From an optimization exercise on the open Yosys and OpenROAD flow, aimed at a short achievable clock period and few clock cycles; shortcuts taken in it are not production practice.
The RTL was checked by simulation tests, not by an equivalence proof against the original design.
Power figures rest on the tool's default switching activity, not on a simulated workload.

==> flow/design.v <==
`timescale 1ns / 1ps
module ks_add #(parameter W = 32) (
     input  wire [W-1:0] a,
     input  wire [W-1:0] b,
     input  wire         cin,
     output reg  [W-1:0] sum,
     output reg          cout
);
     reg [W-1:0] p, g, gg, pp, ng, np;
     integer d, i;
     always @* begin
          p = a ^ b;
          g = a & b;
          g[0] = g[0] | (p[0] & cin);
          gg = g;
          pp = p;
          for (d = 1; d < W; d = d * 2) begin
               ng = gg;
               np = pp;
               for (i = d; i < W; i = i + 1) begin
                    ng[i] = gg[i] | (pp[i] & gg[i-d]);
                    np[i] = pp[i] & pp[i-d];
               end
               gg = ng;
               pp = np;
          end
          sum  = p ^ {gg[W-2:0], cin};
          cout = gg[W-1];
     end
endmodule
`timescale 1ns / 1ps
module mips_core (
     input  wire        clk,
     input  wire        rst,
     output wire [31:0] i_addr,
     input  wire [31:0] i_instr_in,
     input  wire [31:0] wbm_dat_i,
     input  wire        wbm_ack_i,
     output wire [31:0] wbm_dat_o,
     output wire        wbm_we_o,
     output wire [3:0]  wbm_sel_o,
     output wire [31:0] wbm_adr_o,
     output wire        wbm_cyc_o,
     output wire        wbm_stb_o
);
     localparam OP_R    = 6'd0,
                OP_J    = 6'd2,
                OP_BEQ  = 6'd4,
                OP_ADDI = 6'd8,
                OP_SLTI = 6'd10,
                OP_ANDI = 6'd12,
                OP_ORI  = 6'd13,
                OP_XORI = 6'd14,
                OP_LW   = 6'd35,
                OP_SW   = 6'd43;
     integer i;
     reg  [29:0] pc;                  
     reg  [31:0] fd_ins;
     reg  [29:0] fd_npc;              
     reg  [31:0] fd_rs_oh, fd_rt_oh, fd_rd_oh;  
     reg         fd_r, fd_imm, fd_lw, fd_sw, fd_beq, fd_j;
     reg  [31:0] e_a, e_op2, e_sd;    
     reg  [31:0] e_an;                
     reg  [4:0]  e_dest;
     reg         e_wr;                
     reg         e_mem, e_ld, e_ldbusy, e_beq;
     reg  [29:0] e_target;            
     reg         e_add, e_sub, e_slt, e_and, e_or, e_xor, e_nor;
     reg  [31:0] m_wd;                
     reg  [4:0]  m_dest;
     reg         m_wr;
     reg         o_valid, o_we, o_ld;
     reg  [31:0] o_adr, o_dat;
     reg         b_valid, b_we;
     reg  [31:0] b_adr, b_dat;
     reg  [4:0]  o_dest;
     reg  [31:0] o_ldoh;              
     localparam QN = 4, QB = 2;
     reg  [QN-1:0] q_we;
     reg  [31:0]   q_adr  [0:QN-1];
     reg  [31:0]   q_dat  [0:QN-1];
     reg  [4:0]    q_dest [0:QN-1];
     reg  [QN-1:0] q_ld;              
     reg  [QN-1:0] q_th;              
     reg  [QB-1:0] q_rd, q_wr;
     reg  [31:0]   busy;
     reg         w_valid;
     reg  [31:0] w_data;
     reg  [4:0]  w_dest;
     reg  [31:0] rf [1:31];
     assign i_addr = {2'b00, pc};
     wire [5:0] f_op = i_instr_in[31:26];
     wire [4:0]  d_rs  = fd_ins[25:21];
     wire [4:0]  d_rt  = fd_ins[20:16];
     wire [4:0]  d_rd  = fd_ins[15:11];
     wire [5:0]  d_fn  = fd_ins[5:0];
     wire [31:0] d_se  = {{16{fd_ins[15]}}, fd_ins[15:0]};
     reg  [31:0] a_rf, b_rf;
     always @* begin
          a_rf = 32'd0;
          b_rf = 32'd0;
          for (i = 1; i < 32; i = i + 1) begin
               a_rf = a_rf | ({32{fd_rs_oh[i]}} & rf[i]);
               b_rf = b_rf | ({32{fd_rt_oh[i]}} & rf[i]);
          end
     end
     wire        byp_a  = m_wr && (m_dest == d_rs);
     wire        byp_b  = m_wr && (m_dest == d_rt);
     wire        wbyp_a = w_valid && (w_dest == d_rs);
     wire        wbyp_b = w_valid && (w_dest == d_rt);
     wire [31:0] d_a    = byp_a ? m_wd : wbyp_a ? w_data : a_rf;
     wire [31:0] d_b    = byp_b ? m_wd : wbyp_b ? w_data : b_rf;
     wire [4:0]  d_dest    = fd_r ? d_rd : d_rt;
     wire        d_writes  = fd_r | fd_imm | fd_lw;
     wire        d_wr      = (fd_r | fd_imm) && (d_dest != 5'd0);
     wire        d_use_rs  = fd_r | fd_imm | fd_lw | fd_sw | fd_beq;
     wire        d_use_rt  = fd_r | fd_sw | fd_beq;
     wire        d_op2_imm = fd_imm | fd_lw | fd_sw;
     wire r_add = fd_r && (d_fn == 6'd32);
     wire r_sub = fd_r && (d_fn == 6'd34);
     wire r_and = fd_r && (d_fn == 6'd36);
     wire r_or  = fd_r && (d_fn == 6'd37);
     wire r_xor = fd_r && (d_fn == 6'd38);
     wire r_nor = fd_r && (d_fn == 6'd39);
     wire r_slt = fd_r && (d_fn == 6'd42);
     wire [5:0] d_op = fd_ins[31:26];
     wire d_add = r_add | (d_op == OP_ADDI) | fd_lw | fd_sw;
     wire d_and = r_and | (d_op == OP_ANDI);
     wire d_or  = r_or  | (d_op == OP_ORI);
     wire d_xor = r_xor | (d_op == OP_XORI);
     wire d_slt = r_slt | (d_op == OP_SLTI);
     wire [31:0] d_dest_oh = fd_r ? fd_rd_oh : fd_rt_oh;
     wire haz_ld  = (d_use_rs && |(fd_rs_oh & busy)) || (d_use_rt && |(fd_rt_oh & busy)) ||
                    (d_writes && |(d_dest_oh & busy));
     wire q_empty = !q_th[0];
     wire q_full  = q_th[QN-1];
     wire stall_e = e_mem && q_full;
     wire haz_e   = e_wr && ((d_use_rs && d_rs == e_dest) || (d_use_rt && d_rt == e_dest));
     wire haz_d   = haz_ld | haz_e;
     wire stall_d = stall_e | haz_d;
     wire [31:0] x_sum, nx_diff;
     wire        x_c, x_lt;
     ks_add add_i (.a(e_a),  .b(e_op2), .cin(1'b0), .sum(x_sum),   .cout(x_c));
     ks_add sub_i (.a(e_an), .b(e_op2), .cin(1'b0), .sum(nx_diff), .cout(x_lt));
     wire [31:0] x_res = ({32{e_add}} & x_sum) |
                         ({32{e_sub}} & ~nx_diff) |
                         ({32{e_and}} & (e_a & e_op2)) |
                         ({32{e_or }} & (e_a | e_op2)) |
                         ({32{e_xor}} & (e_a ^ e_op2)) |
                         ({32{e_nor}} & ~(e_a | e_op2)) |
                         {31'd0, e_slt & x_lt};
     wire [31:0] x_addr = x_sum;
     wire [31:0] x_sd   = e_sd;
     wire        taken  = e_beq && (e_a == e_op2);
     wire        e_send = e_mem && !q_full;
     wire o_free = !o_valid || wbm_ack_i;
     assign wbm_cyc_o = b_valid;
     assign wbm_stb_o = b_valid;
     assign wbm_we_o  = b_we;
     assign wbm_adr_o = b_adr;
     assign wbm_dat_o = b_dat;
     assign wbm_sel_o = 4'b1111;
     always @(posedge clk) begin
          if (rst)
               pc <= 30'd0;
          else if (taken)
               pc <= e_target;
          else if (!stall_d) begin
               if (fd_j)
                    pc <= {pc[29:26], fd_ins[25:0]};
               else
                    pc <= pc + 30'd1;
          end
     end
     always @(posedge clk) begin
          if (rst) begin
               fd_r     <= 1'b0;
               fd_imm   <= 1'b0;
               fd_lw    <= 1'b0;
               fd_sw    <= 1'b0;
               fd_beq   <= 1'b0;
               fd_j     <= 1'b0;
          end else if (!stall_d) begin
               fd_r     <= !taken && (f_op == OP_R);
               fd_imm   <= !taken && ((f_op == OP_ADDI) | (f_op == OP_SLTI) | (f_op == OP_ANDI) |
                                      (f_op == OP_ORI) | (f_op == OP_XORI));
               fd_lw    <= !taken && (f_op == OP_LW);
               fd_sw    <= !taken && (f_op == OP_SW);
               fd_beq   <= !taken && (f_op == OP_BEQ);
               fd_j     <= !taken && (f_op == OP_J);
          end
     end
     always @(posedge clk) begin
          if (!stall_d) begin
               fd_ins   <= i_instr_in;
               fd_npc   <= pc + 30'd1;
               fd_rs_oh <= 32'd1 << i_instr_in[25:21];
               fd_rt_oh <= 32'd1 << i_instr_in[20:16];
               fd_rd_oh <= 32'd1 << i_instr_in[15:11];
          end
     end
     always @(posedge clk) begin
          if (rst) begin
               e_wr     <= 1'b0;
               e_mem    <= 1'b0;
               e_ldbusy <= 1'b0;
               e_beq    <= 1'b0;
          end else if (!stall_e) begin
               e_wr     <= !haz_d && d_wr;
               e_mem    <= !haz_d && (fd_lw | fd_sw);
               e_ldbusy <= !haz_d && fd_lw && (d_rt != 5'd0);
               e_beq    <= !haz_d && fd_beq;
          end
     end
     always @(posedge clk) begin
          if (!stall_e) begin
               e_a      <= d_a;
               e_op2    <= d_op2_imm ? d_se : d_b;
               e_an     <= ~d_a;
               e_sd     <= d_b;
               e_dest   <= d_dest;
               e_ld     <= fd_lw;
               e_target <= fd_npc + d_se[29:0];
               e_add    <= d_add;
               e_sub    <= r_sub;
               e_slt    <= d_slt;
               e_and    <= d_and;
               e_or     <= d_or;
               e_xor    <= d_xor;
               e_nor    <= r_nor;
          end
     end
     always @(posedge clk) begin
          if (rst)
               m_wr <= 1'b0;
          else
               m_wr <= e_wr;
          m_wd   <= x_res;
          m_dest <= e_dest;
     end
     wire q_pop  = o_free && !q_empty;
     wire q_push = e_send && !(o_free && q_empty);
     wire [31:0] e_ldoh = e_ldbusy ? (32'd1 << e_dest) : 32'd0;
     always @(posedge clk) begin
          if (rst) begin
               o_valid <= 1'b0;
               q_th    <= 0;
               q_rd    <= 0;
               q_wr    <= 0;
          end else begin
               if (o_free)
                    o_valid <= !q_empty | e_send;
               if (q_pop)
                    q_rd <= q_rd + 1'b1;
               if (q_push)
                    q_wr <= q_wr + 1'b1;
               if (q_push && !q_pop)
                    q_th <= {q_th[QN-2:0], 1'b1};
               else if (q_pop && !q_push)
                    q_th <= {1'b0, q_th[QN-1:1]};
          end
     end
     wire d_go = !stall_e && !haz_d;
     always @(posedge clk) begin
          if (rst)
               busy <= 32'd0;
          else
               busy <= (busy & ~({32{o_valid && wbm_ack_i}} & o_ldoh)) |
                       ((d_go && fd_lw) ? (fd_rt_oh & 32'hFFFF_FFFE) : 32'd0);
     end
     wire        n_valid = !q_empty | e_send;
     wire        n_we    = !q_empty ? q_we[q_rd]  : !e_ld;
     wire [31:0] n_adr   = !q_empty ? q_adr[q_rd] : x_addr;
     wire [31:0] n_dat   = !q_empty ? q_dat[q_rd] : x_sd;
     always @(posedge clk) begin
          if (rst)
               b_valid <= 1'b0;
          else
               b_valid <= o_free ? n_valid : o_valid;
          b_we  <= o_free ? (n_valid & n_we) : o_we;
          b_adr <= o_free ? ({32{n_valid}} & n_adr) : o_adr;
          b_dat <= o_free ? ({32{n_valid}} & n_dat) : o_dat;
     end
     always @(posedge clk) begin
          if (o_free) begin
               if (!q_empty) begin
                    o_we    <= q_we[q_rd];
                    o_ld    <= q_ld[q_rd];
                    o_ldoh  <= q_ld[q_rd] ? (32'd1 << q_dest[q_rd]) : 32'd0;
                    o_adr   <= q_adr[q_rd];
                    o_dat   <= q_dat[q_rd];
                    o_dest  <= q_dest[q_rd];
               end else begin
                    o_we    <= !e_ld;
                    o_ld    <= e_ldbusy;
                    o_ldoh  <= e_ldoh;
                    o_adr   <= x_addr;
                    o_dat   <= x_sd;
                    o_dest  <= e_dest;
               end
          end
          if (e_send) begin
               q_we[q_wr]   <= !e_ld;
               q_ld[q_wr]   <= e_ldbusy;
               q_adr[q_wr]  <= x_addr;
               q_dat[q_wr]  <= x_sd;
               q_dest[q_wr] <= e_dest;
          end
     end
     always @(posedge clk) begin
          if (rst)
               w_valid <= 1'b0;
          else
               w_valid <= o_valid && o_ld && wbm_ack_i;
          w_data <= wbm_dat_i;
          w_dest <= o_dest;
     end
     always @(posedge clk) begin
          for (i = 1; i < 32; i = i + 1) begin
               if (w_valid && w_dest == i)
                    rf[i] <= w_data;
               else if (m_wr && m_dest == i)
                    rf[i] <= m_wd;
          end
     end
endmodule
==> flow/flow/run.sh <==
#!/bin/bash
# The standard ORFS layout (the standard.sh) of the standard synthesis,
# with timing repair aiming further below the unchanged clock period.
# Each tool's output goes to a log file of its own in the work folder.
set -euo pipefail
bash standard.sh synth > synth_tool.log 2>&1
bash standard.sh finish SETUP_SLACK_MARGIN=7.5 > layout_tool.log 2>&1
==> flow/standard.sh <==
#!/bin/bash
# synth_recipe.tcl (not shown) runs the flow's synth.tcl, then flattens the netlist and writes it again
# the make line also repeats each setting of config.mk as NAME=value (left out here)
make -C /OpenROAD-flow-scripts/flow DESIGN_CONFIG=/design/flow/config.mk WORK_HOME=/design/flow/orfs CLKGATE_MAP_FILE= SYNTH_SCRIPT=/design/flow/synth_recipe.tcl "${@:-finish}"
==> flow/config.mk <==
export PLATFORM = sky130hd
export DESIGN_NAME = mips_core
export DESIGN_NICKNAME = mips_core
export VERILOG_FILES = /design/flow/design.v
export SDC_FILE = /design/flow/constraint.sdc
export NUM_CORES = 4
export LEC_CHECK = 0
export CAP_MARGIN = 20
export CELL_PAD_IN_SITES_DETAIL_PLACEMENT = 1
export CORE_MARGIN = 2
export CORE_UTILIZATION = 45
export PLACE_DENSITY = 0.5
export SLEW_MARGIN = 20
export TNS_END_PERCENT = 100
==> flow/constraint.sdc <==
create_clock -name core_clock -period 10.0 [get_ports {clk}]
set_input_delay 2.0000 -clock core_clock [delete_from_list [all_inputs] [get_ports {clk}]]
set_output_delay 2.0000 -clock core_clock [all_outputs]
set_load 0.01 [all_outputs]
==> results of run 1 <==
==> power breakdown <==
group / switching (uW) / internal [uW] / total [uW]
combinational: 2680 / 2160 / 4840
sequential: 288 / 9310 / 9600
clock: 3590 / 4680 / 8270
total: 6550 / 16100 / 22700
==> layout make-up <==
type                    count  area, um^2  area share [%]
repair buffers           1291       16000            12.6
clock inverters            91        1150           0.903
repair inverters           32         538           0.423
diodes                     42         105          0.0826
multi-input cells        4346       43300            34.0
clock buffers             308        5980            4.70
flip-flops and latches   1932       56000            44.0
well taps                2805        3510            2.76
inverters                 157         668           0.525
==> metal layers <==
layer / global-route usage [%] / share of wire [%]
met4: 33.1 / 10
met2: 65.6 / 40
met3: 20.6 / 16
met1: 57.8 / 34
met5: 1.36 / 0.26
==> metrics by stage <==
step,instance area [um^2],util (%),hold slack [ns],std cells,total power (uW)
after floorplan,96100,-,0.323,7126,11500
after detailed placement,101000,47.9,0.455,9645,12600
after global placement,101000,47.9,0.452,9645,12500
after global routing,127000,60.6,0.483,11000,23100
final,127000,60.6,0.466,11000,22700
after CTS,120000,57.1,0.468,10600,21600
==> cells in the final DEF (no fill, tap or decap), types with 55 or more instances in the layout <==
master / Yosys / layout
edfxtp_1: 1708 / 1708
mux2_2: 1089 / 1057
buf_4: 7 / 518
a22oi_1: 437 / 417
buf_6: 0 / 348
a22o_1: 316 / 312
clkbuf_16: 0 / 241
nor2_1: 311 / 227
nand2_1: 220 / 178
buf_12: 0 / 165
nand4_1: 145 / 145
a221oi_2: 1 / 133
a221oi_1: 274 / 130
inv_1: 153 / 129
dfxtp_1: 224 / 118
nand3_1: 126 / 103
buf_16: 0 / 86
ha_1: 134 / 79
dfxtp_2: 0 / 75
mux4_2: 71 / 71
a222oi_1: 68 / 68
a21oi_1: 160 / 67
clkbuf_1: 596 / 65
nor3_4: 0 / 62
nor2_4: 0 / 58
mux2i_1: 83 / 55
==> repair_timing <==
| action | in CTS | in global routing |
|---|---|---|
| pin swaps | 267 | 360 |
| buffers inserted | 511 | 280 |
| resized for setup | 1864 | 864 |
| cloned | 92 | 35 |
| endpoints found under the setup margin | 2968 | 1953 |
==> path summary, 6_finish.rpt <==
kind                       start                end  slack [ns]  cells after the start
min          o_adr[29]$_DFFE_PN_  b_adr[29]$_DFF_P_        0.47                      2
min reg2reg  o_adr[29]$_DFFE_PN_  b_adr[29]$_DFF_P_        0.47                      2
max          pc[16]$_SDFFE_PP0P_         i_addr[16]        6.57                      1
max reg2reg   e_op2[0]$_DFFE_PN_   m_wd[14]$_DFF_P_        6.68                     14
==> worst reg2reg max path, delay by kind of cell, from the launching register on <==
| kind | cells | cell delay, ns |
|---|---|---|
| compound gates | 8 | 1.61 |
| fa+ha+maj | 2 | 0.62 |
| buf+inv | 3 | 0.42 |
| flops | 1 | 0.46 |
| simple gates | 1 | 0.07 |
==> cells by family (layout without fill, tap and decap cells) <==
logic type | after synthesis | in the layout | synth area share (%)
compound gates | 1709 | 1709 | 13.8
flops | 1932 | 1932 | 58.5
mux | 1246 | 1246 | 15.5
simple gates | 1110 | 1115 | 5.71
xor+xnor | 133 | 133 | 1.22
buf+inv | 853 | 1879 | 3.41
other cells | 2 | 48 | 0.00788
fa+ha+maj | 137 | 137 | 1.82
==> results_dict.tcl, run 1 <==
set metrics [dict create \
    drv_cap 0 \
    syn-cell-area_um2 95300 \
    fin_crit_ns 3.43 \
    crit_chain "buf_6" \
    max_freq_mhz 292 \
    slowest_stage "dfxtp_4" \
    synth_top_cell_by_area "edfxtp_1" \
    cts_buffers 210 \
    synthCells 7122 \
    slowest_delay_ns 0.37 \
    fin_ws_ns 6.57 \
    ys.flop_type "edfxtp_1" \
    die-area_um2 215000 \
    syn_area_per_cell_um2 13.4 \
    clockBufferDepth 3 \
    pre_cts_slack_ns 5.60 \
    async_reset_ff_share_pct 0 \
    yosys_warnings 3 \
    clk_pin_slew_ns 0.06 \
    core_um2 210000 \
    fin_setup_tns_ns 0 \
    wl_per_cell_um 50.0 \
    synth_edf_count 1708 \
    hold_buffers 0 \
    ys_types 86 \
    regMostFlops "rf" \
    rows 168 \
    synthTopCellsByCount "edfxtp_1 (1,708), mux2_2 (1,089), clkbuf_1 (596), a22oi_1 (437), a22o_1 (316)" \
    cts_tree "done" \
    drc 0 \
    initial_core_util_pct 45.4 \
    tightest_slew_ns 1.24 \
    grt_pass1_vias 77100 \
    nets 8174 \
    ant_nets 0 \
    htree_levels 4 \
    viasPerCell 7.68 \
    post-dp-hpwl_mm 266 \
    grt_max_degree 68 \
    numClockSinks 1932 \
    hp-class "reg2reg" \
    rsz0062_at_grt "yes" \
    area_delta_synth_final_pct 33.5 \
    slew_headroom_pct 17.4 \
    worst_clock_skew_ns 0.0620 \
    finalCritPeriodShare_pct 34.3 \
    vias 84500 \
    p_leak_uw 0.0471 \
    grt_pass1_wl_mm 690 \
    dr.pass1.iters 13 \
    critPathBufInv 1 \
    routabilityCongestion 0.955 \
    yosysTopAreaCellShare_pct 53.8 \
    arrival_ns 1.43 \
    power_density_nw_per_um2 178 \
    ir_drop_uv 231 \
    critPathKind "reg2out" \
    boundaryPins 170 \
    final_max_slew_viol_count 0 \
    grt_antenna_before_repair 49 \
    drt-initial-drc-count 16300 \
    start_kind "flip-flop" \
    fill_cells 19100 \
    grt_usage_pct 47.0 \
    synth.most_common_cell "edfxtp_1" \
    largestRegisters "rf (992), q_adr (128), q_dat (128)" \
    fp.dieW_um 464 \
    required_ns 8.00 \
    overflow 0 \
    io_buffers 163 \
    drive_gt1_share_pct 46.3 \
    root_buffer "clkbuf_16" \
    die_y_um 464 \
    insertion_delay_ns 0.96 \
    synth-seq-area-share_pct 58.5 \
    hold_viol_final 0 \
    cp_top_family "flip-flops" \
    setup_violations 0 \
    synth.area.top_cells "edfxtp_1 (54%), mux2_2 (13%), dfxtp_1 (4.7%)" \
    cp_max_fo 2 \
    outcome "no timing/DRC/antenna violations" \
    largest_register_ffs 992 \
    wirelength_mm 551 \
    end_kind "output pin" \
    ys_ff_latch 1932 \
]
Testbench counts, summed over its fixed seeds: cycles 13,150.
==> run 2: changes to the inputs <==
--- a/flow/design.v
+++ b/flow/design.v
@@ -57,10 +57,13 @@
      reg  [29:0] pc;                  
      reg  [31:0] fd_ins;
      reg  [29:0] fd_npc;              
+     reg  [13:0] fd_npc_hp, fd_npc_hm;  
      reg  [31:0] fd_rs_oh, fd_rt_oh, fd_rd_oh;  
      reg         fd_r, fd_imm, fd_lw, fd_sw, fd_beq, fd_j;
+     reg         fd_b;                
      reg  [31:0] e_a, e_op2, e_sd;    
      reg  [31:0] e_an;                
+     reg  [31:0] h_a, h_op2, h_an;
      reg  [4:0]  e_dest;
      reg         e_wr;                
      reg         e_mem, e_ld, e_ldbusy, e_beq;
@@ -90,6 +93,7 @@
      reg  [31:0] rf [1:31];
      assign i_addr = {2'b00, pc};
      wire [5:0] f_op = i_instr_in[31:26];
+     wire [29:0] pc_1 = pc + 30'd1;
      wire [4:0]  d_rs  = fd_ins[25:21];
      wire [4:0]  d_rt  = fd_ins[20:16];
      wire [4:0]  d_rd  = fd_ins[15:11];
@@ -129,6 +133,10 @@
      wire d_or  = r_or  | (d_op == OP_ORI);
      wire d_xor = r_xor | (d_op == OP_XORI);
      wire d_slt = r_slt | (d_op == OP_SLTI);
+     wire [16:0] bt_lo = {1'b0, fd_npc[15:0]} + {1'b0, fd_ins[15:0]};
+     wire [13:0] bt_hi = fd_ins[15] ? (bt_lo[16] ? fd_npc[29:16] : fd_npc_hm)
+                                    : (bt_lo[16] ? fd_npc_hp : fd_npc[29:16]);
+     wire [29:0] d_target = {bt_hi, bt_lo[15:0]};
      wire [31:0] d_dest_oh = fd_r ? fd_rd_oh : fd_rt_oh;
      wire haz_ld  = (d_use_rs && |(fd_rs_oh & busy)) || (d_use_rt && |(fd_rt_oh & busy)) ||
                     (d_writes && |(d_dest_oh & busy));
@@ -168,6 +176,8 @@
           else if (!stall_d) begin
                if (fd_j)
                     pc <= {pc[29:26], fd_ins[25:0]};
+               else if (fd_b)
+                    pc <= d_target;
                else
                     pc <= pc + 30'd1;
           end
@@ -180,20 +190,24 @@
                fd_sw    <= 1'b0;
                fd_beq   <= 1'b0;
                fd_j     <= 1'b0;
+               fd_b     <= 1'b0;
           end else if (!stall_d) begin
                fd_r     <= !taken && (f_op == OP_R);
                fd_imm   <= !taken && ((f_op == OP_ADDI) | (f_op == OP_SLTI) | (f_op == OP_ANDI) |
                                       (f_op == OP_ORI) | (f_op == OP_XORI));
                fd_lw    <= !taken && (f_op == OP_LW);
                fd_sw    <= !taken && (f_op == OP_SW);
-               fd_beq   <= !taken && (f_op == OP_BEQ);
+               fd_beq   <= !taken && (f_op == OP_BEQ) && (i_instr_in[25:21] != i_instr_in[20:16]);
+               fd_b     <= !taken && (f_op == OP_BEQ) && (i_instr_in[25:21] == i_instr_in[20:16]);
                fd_j     <= !taken && (f_op == OP_J);
           end
      end
      always @(posedge clk) begin
           if (!stall_d) begin
                fd_ins   <= i_instr_in;
-               fd_npc   <= pc + 30'd1;
+               fd_npc    <= pc_1;
+               fd_npc_hp <= pc_1[29:16] + 14'd1;
+               fd_npc_hm <= pc_1[29:16] - 14'd1;
                fd_rs_oh <= 32'd1 << i_instr_in[25:21];
                fd_rt_oh <= 32'd1 << i_instr_in[20:16];
                fd_rd_oh <= 32'd1 << i_instr_in[15:11];
@@ -214,13 +228,13 @@
      end
      always @(posedge clk) begin
           if (!stall_e) begin
-               e_a      <= d_a;
-               e_op2    <= d_op2_imm ? d_se : d_b;
-               e_an     <= ~d_a;
+               h_a      <= d_a;
+               h_op2    <= d_op2_imm ? d_se : d_b;
+               h_an     <= ~d_a;
                e_sd     <= d_b;
                e_dest   <= d_dest;
                e_ld     <= fd_lw;
-               e_target <= fd_npc + d_se[29:0];
+               e_target <= d_target;
                e_add    <= d_add;
                e_sub    <= r_sub;
                e_slt    <= d_slt;
@@ -231,6 +245,21 @@
           end
      end
      always @(posedge clk) begin
+          if (rst) begin
+               e_a   <= 32'd0;
+               e_op2 <= 32'd0;
+               e_an  <= 32'd0;
+          end else if (stall_e) begin
+               e_a   <= h_a;
+               e_op2 <= h_op2;
+               e_an  <= h_an;
+          end else begin
+               e_a   <= d_a;
+               e_op2 <= d_op2_imm ? d_se : d_b;
+               e_an  <= ~d_a;
+          end
+     end
+     always @(posedge clk) begin
           if (rst)
                m_wr <= 1'b0;
           else
==> run 2 against run 1 <==
Compared with the run above:
- still clean on timing, DRC and antenna
- power fell by 6.5%
- maximum frequency fell by 0.12%
- worst setup slack got worse by 0.0041 ns
- die area rose by 4.3%
- critical endpoint is now i_addr[4]
==> results_dict.tcl, run 2 <==
set metrics [dict create \
    boundaryPins 170 \
    initial_core_util_pct 45.2 \
    grt_antenna_before_repair 32 \
    fin_area_um2 130000 \
    clockBufferDepth 3 \
    p_leak_uw 0.0485 \
    seqCellArea_um2 57900 \
    syn-cell-area_um2 99400 \
    grt_max_degree 73 \
    max_freq_mhz 291 \
    crit_chain "buf_6" \
    slew_headroom_pct 21.9 \
    post-dp-hpwl_mm 287 \
    outcome "no timing/DRC/antenna violations" \
    htree_levels 4 \
    synth-simple-area-share_pct 7.04 \
    wl_per_cell_um 47.6 \
    hold_buffers 0 \
    drt-initial-drc-count 14900 \
    synth-xor-area-share_pct 1.32 \
    root_buffer "clkbuf_16" \
    largest_register_ffs 992 \
    synthCells 7668 \
    yosysTopAreaCellShare_pct 49.5 \
    numClockSinks 2056 \
    start_kind "flip-flop" \
    regMostFlops "rf" \
    multi_input_area_um2 45000 \
    setup_violations 0 \
    synth_mux_area_share_pct 14.3 \
    drive_gt1_share_pct 43.0 \
    syn_area_per_cell_um2 13.0 \
    drc 0 \
    ys_types 99 \
    ys_ff_latch 2056 \
    nets 8519 \
    viasPerCell 7.44 \
    synth_top_cell_by_area "edfxtp_1" \
    power_density_nw_per_um2 163 \
    cp_top_family "flip-flops" \
    synth_top_family_by_area "compound AO/OA/AOI/OAI gates" \
    synth_fa_ha_area_share_pct 1.61 \
    ant_nets 0 \
    grt_pass1_vias 81000 \
    fill_cells 20400 \
    yosys_warnings 3 \
    total_power_uw 21200 \
    final_common_cell "edfxtp_1" \
    async_reset_ff_share_pct 0 \
    largestRegisters "rf (992), q_adr (128), q_dat (128)" \
    dr.pass1.iters 9 \
    vias 85700 \
    synth-seq-area-share_pct 57.9 \
    insertion_delay_ns 0.94 \
    grt_usage_pct 46.2 \
    synth_edf_count 1639 \
    layout_common_cells "edfxtp_1 (1,639), mux2_2 (1,045), buf_4 (459)" \
    area_delta_synth_final_pct 30.7 \
    fp.dieW_um 474 \
    clk_pin_slew_ns 0.06 \
    whs_ns 0.448 \
    drv_cap 0 \
    hold_viol_final 0 \
    cts_buffers 224 \
    critPathKind "reg2out" \
    synth_compound_area_share_pct 14.4 \
    slowest_stage "dfxtp_4" \
    io_buffers 163 \
    worst_clock_skew_ns 0.0392 \
    synth.most_common_cell "edfxtp_1" \
    synthTopCellsByCount "edfxtp_1 (1,639), mux2_2 (1,048), clkbuf_1 (663), dfxtp_1 (417), nor2_1 (417)" \
    finalCritPeriodShare_pct 34.3 \
    post_dp_cell_area_um2 105000 \
    final_max_slew_viol_count 0 \
    cp_max_fo 5 \
    critPathBufInv 1 \
    routabilityCongestion 0.978 \
    core_um2 220000 \
    hp-class "reg2reg" \
    end_kind "output pin" \
    fin_setup_tns_ns 0 \
    cts_tree "done" \
    ys.flop_type "edfxtp_1" \
    overflow 0 \
    rows 172 \
    grt_pass1_wl_mm 711 \
    synth.area.top_cells "edfxtp_1 (50%), mux2_2 (12%), dfxtp_1 (8.4%)" \
    wirelength_mm 548 \
    die_y_um 474 \
    ir_drop_uv 203 \
    slowest_delay_ns 0.40 \
    arrival_ns 1.43 \
    required_ns 8.00 \
    rsz0062_at_grt "yes" \
    die-area_um2 225000 \
    tightest_slew_ns 1.17 \
    fin_crit_ns 3.43 \
]
==> run 2: cell count changes in the layout (fill, tap and decap cells not counted), moves of 45 or more <==
cell,previous run,this run
and3_1,17,66
nand2_1,178,260
a22oi_1,417,261
a22o_1,312,404
nor2_1,227,324
edfxtp_1,1708,1639
a221oi_1,130,262
dfxtp_1,118,274
and2_1,6,71
buf_4,518,459
buf_6,348,303
==> run 2: final timing paths <==
check / slack (ns) / from / to / depth (start not counted)
hold reg to reg: 0.45 / h_an[8]$_DFF_P_ / h_an[8]$_DFF_P_ / 1
setup reg to reg: 6.62 / fd_rt_oh[1]$_SDFFCE_PP0N_ / fd_ins[23]$_DFFE_PN_ / 16
hold / removal: 0.45 / h_an[8]$_DFF_P_ / h_an[8]$_DFF_P_ / 1
setup / recovery: 6.57 / pc[4]$_SDFFE_PP0P_ / i_addr[4] / 1
==> run 2: cell type report <==
class	count	area share, %
Clock inverter	89	0.759
Multi-Input combinational cell	4726	34.6
Antenna cell	30	0.0578
Sequential cell	2056	44.5
Timing Repair Buffer	1180	11.5
Tap cell	2958	2.85
Clock buffer	337	5.00
Inverter	122	0.401
Timing Repair inverter	16	0.221
==> run 2: where the power goes <==
group	total (uW)	leakage [uW]	internal [uW]	switching, uW
registers	9850	0.0195	9590	261
logic	2760	0.0253	1180	1580
clock network	8620	0.00364	4920	3700
==> run 2: layer usage <==
metal | GRT usage [%] | vias up | share of wire, %
met1 | 56.7 | 43700 | 35
met5 | 1.99 | - | 0.16
met3 | 16.8 | 2754 | 13
met4 | 32.7 | 28 | 9.7
li1 | - | 31700 | -
met2 | 67.1 | 7601 | 41
==> run 2: repair_timing <==
item,CTS,global route
pin swaps,336,370
endpoints found under the setup margin,2957,1658
resized for setup,1916,573
setup buffers,445,224
gates cloned,91,20
==> run 2: metrics by stage <==
stage / util, % / worst slack (ns) / std cells
after floorplan: - / 6.91 / 7672
after global placement: 47.9 / 4.62 / 10300
after detailed placement: 47.9 / 4.56 / 10300
after CTS: 56.9 / 6.56 / 11200
after global routing: 59.1 / 6.55 / 11500
final: 59.1 / 6.57 / 11500
==> run 2: cells by family after synthesis <==
family | after synthesis
AO/OA/AOI/OAI | 1826
XOR/XNOR | 150
adder cells (fa/ha/maj) | 126
buffers and inverters | 903
flip-flops | 2056
multiplexers | 1196
other | 2
AND/OR/NAND/NOR | 1409
Testbench counts of run 2, summed over its fixed seeds: cycles 13,020.
==> run 3: changes to the inputs <==
--- a/flow/config.mk
+++ b/flow/config.mk
@@ -8,7 +8,7 @@
 export CAP_MARGIN = 20
 export CELL_PAD_IN_SITES_DETAIL_PLACEMENT = 1
 export CORE_MARGIN = 2
-export CORE_UTILIZATION = 45
-export PLACE_DENSITY = 0.5
+export CORE_UTILIZATION = 30
+export PLACE_DENSITY = 0.4
 export SLEW_MARGIN = 20
 export TNS_END_PERCENT = 100
==> run 3 against run 2 <==
Compared with the run above:
- clock power rose by 7.3%
- largest power group unchanged
- hold slack got worse by 0.030 ns
- core utilization fell by 18 points
- clock skew rose by 0.054 ns
==> results_dict.tcl, run 3 <==
set metrics [dict create \
    outcome "no timing/DRC/antenna violations" \
    numClockSinks 2056 \
    pre_cts_slack_ns 4.64 \
    ir_drop_uv 163 \
    area_delta_synth_final_pct 35.7 \
    fill_cells 33300 \
    slew_headroom_pct 23.3 \
    synth_top_cell_by_area "edfxtp_1" \
    hold_buffers 0 \
    initial_core_util_pct 30.1 \
    fp.dieW_um 580 \
    final_common_cell "edfxtp_1" \
    layout_common_cells "edfxtp_1 (1,639), mux2_2 (1,044), buf_4 (543)" \
    nets 8725 \
    hold_viol_final 0 \
    power_density_nw_per_um2 162 \
    fin_ws_ns 6.46 \
    io_buffers 163 \
    synth.area.top_cells "edfxtp_1 (50%), mux2_2 (12%), dfxtp_1 (8.4%)" \
    cp_max_fo 2 \
    hold_depth 1 \
    cts_buffers 243 \
    largest_register_ffs 992 \
    cts_tree "done" \
    core_um2 330000 \
    drive_gt1_share_pct 44.5 \
    drc 0 \
    boundaryPins 170 \
    yosys_warnings 3 \
    ys_types 99 \
    synthTopCellsByCount "edfxtp_1 (1,639), mux2_2 (1,048), clkbuf_1 (663), dfxtp_1 (417), nor2_1 (417)" \
    r2r_start "e_a[0]$_SDFF_PP0_" \
    grt_pass1_wl_mm 760 \
    overflow 0 \
    reg2reg_setup_slack_ns 6.70 \
    min_from "o_adr[3]$_DFFE_PN_" \
    hp-class "reg2reg" \
    syn-cell-area_um2 99400 \
    arrival_ns 1.54 \
    clockBufferDepth 4 \
    required_ns 8.00 \
    p_leak_uw 0.0502 \
    fin_crit_ns 3.54 \
    root_buffer "clkbuf_16" \
    finalCritPeriodShare_pct 35.4 \
    die-area_um2 336000 \
    ant_nets 0 \
    critPathKind "reg2out" \
    synth.most_common_cell "edfxtp_1" \
    whs_ns 0.418 \
    final_max_slew_viol_count 0 \
    setup_violations 0 \
    regMostFlops "rf" \
    grt_pass1_vias 80500 \
    dr.pass1.iters 10 \
    htree_levels 4 \
    clk_pin_slew_ns 0.06 \
    viasPerCell 6.33 \
    tightest_slew_ns 1.15 \
    die_y_um 580 \
    wirelength_mm 583 \
    rsz0062_at_grt "yes" \
    total_power_uw 21900 \
    routabilityCongestion 0.927 \
    synth_edf_count 1639 \
    yosysTopAreaCellShare_pct 49.5 \
    min_to "b_adr[3]$_DFF_P_" \
    vias 83000 \
    drv_cap 0 \
    grt_max_degree 68 \
    async_reset_ff_share_pct 0 \
    wl_per_cell_um 44.4 \
    utilization_pct 40.9 \
    drt-initial-drc-count 12400 \
    synthCells 7668 \
    reg2reg_to "b_adr[26]$_DFF_P_" \
    post-dp-hpwl_mm 320 \
    rows 211 \
    largestRegisters "rf (992), q_adr (128), q_dat (128)" \
    fin_setup_tns_ns 0 \
    syn_area_per_cell_um2 13.0 \
    max_freq_mhz 282 \
    worst_clock_skew_ns 0.0931 \
    grt_usage_pct 33.0 \
    ys.flop_type "edfxtp_1" \
    end_kind "output pin" \
    start_kind "flip-flop" \
    insertion_delay_ns 0.99 \
    reg2reg_depth 11 \
    synth-seq-area-share_pct 57.9 \
    ys_ff_latch 2056 \
    grt_antenna_before_repair 37 \
]
[run 3: routing by layer]
layer  wire, um  track usage (%)  vias up
li1           -                -    32100
met3      57600             8.67     1921
met1     226000             41.6    43400
met4      47400             20.7       14
met5        105            0.113        -
met2     251000             50.3     5578
[run 3: report_power, final]
group | leakage [uW] | switching, uW | internal [uW]
Clock | 0.00393 | 3970 | 5280
Sequential | 0.0195 | 225 | 9590
Combinational | 0.0267 | 1580 | 1210
[run 3: cells by family after synthesis]
| logic type | after synthesis | share of synthesized area, % |
|---|---|---|
| DFF | 2056 | 57.9 |
| AOI/OAI and AO/OA | 1826 | 14.4 |
| and+or+nand+nor | 1409 | 7.04 |
| muxes | 1196 | 14.3 |
| buffers and inverters | 903 | 3.48 |
| xor gates and xnor gates | 150 | 1.32 |
| adders and majority gates | 126 | 1.61 |
| other | 2 | 0.00755 |
[run 3: how the worst max path moves through the flow]
stage,startpoint,end,slack (ns),depth (start not counted)
2_1_floorplan,wbm_ack_i,q_th[0]$_SDFFE_PP0P_,6.91,8
3_3_place_gp,fd_rt_oh[13]$_SDFFCE_PP0N_,pc[23]$_SDFFE_PP0P_,4.57,12
3_5_place_dp,fd_rt_oh[13]$_SDFFCE_PP0N_,pc[21]$_SDFFE_PP0P_,4.64,12
4_1_cts,pc[20]$_SDFFE_PP0P_,i_addr[20],6.40,2
5_1_grt,pc[20]$_SDFFE_PP0P_,i_addr[20],6.42,2
6_report,pc[20]$_SDFFE_PP0P_,i_addr[20],6.46,2
[run 3: metrics by stage]
stage | cells | instance area (um^2)
final | 13100 | 135000
after global routing | 13100 | 135000
after CTS | 12800 | 129000
after detailed placement | 11700 | 107000
after global placement | 11700 | 107000
after floorplan | 7672 | 101000
[run 3: cell type report]
class | instances | area, um^2 | area share, %
sequential | 2056 | 57900 | 42.9
multi-input combinational | 4726 | 45200 | 33.5
timing repair buffer | 1368 | 17500 | 12.9
clock buffer | 319 | 6660 | 4.94
tap | 4366 | 5460 | 4.05
clock inverter | 139 | 1410 | 1.04
inverter | 122 | 524 | 0.389
timing repair inverter | 15 | 267 | 0.198
antenna | 13 | 32.5 | 0.0241
[run 3: timing repair]
item,CTS,global route
cloned,85,16
buffers inserted,581,259
pin swaps,380,400
endpoints found under the setup margin,3074,1300
resized for setup,2045,639
[run 3: worst max-delay path, stage by stage (launching register included)]
cell	delay, ns
dfxtp_2	0.32
buf_6	0.12
buf_6	0.11

afterwards: timing with drivers on the ports:
In the flow no input, the clock included, has a driving cell. The finished layouts below were timed again as built, in two steps. Step 1: set_driving_cell puts a clkbuf_16 on clk and a buf_2 on each other input, an assumption about the parent block. Step 2 times the ports against the registers' clock, not the clock port: input delays grow and output delays shrink by t, the midpoint of the rising clock arrivals with the driver on. Slacks: no drivers / after step 1 / after step 2; pairs: no drivers / after step 1.
run | shift t [ns] | setup WS [ns] | worst setup path after step 2 | worst slew at a driven data input, ns | pins driven straight from the clock port
run 1 | 1.035 | 6.572 / 6.461 / 6.070 | input to register | 0.16 | 1
run 2 | 1.000 | 6.568 / 6.483 / 6.220 | input to register | 0.17 | 1
run 3 | 1.052 | 6.459 / 6.353 / 6.144 | input to register | 0.06 | 1
After both steps setup and hold are still met in every run listed. The setup slack of run 1, which loses most, moves by -0.111 ns with the drivers and by -0.502 ns with both steps.
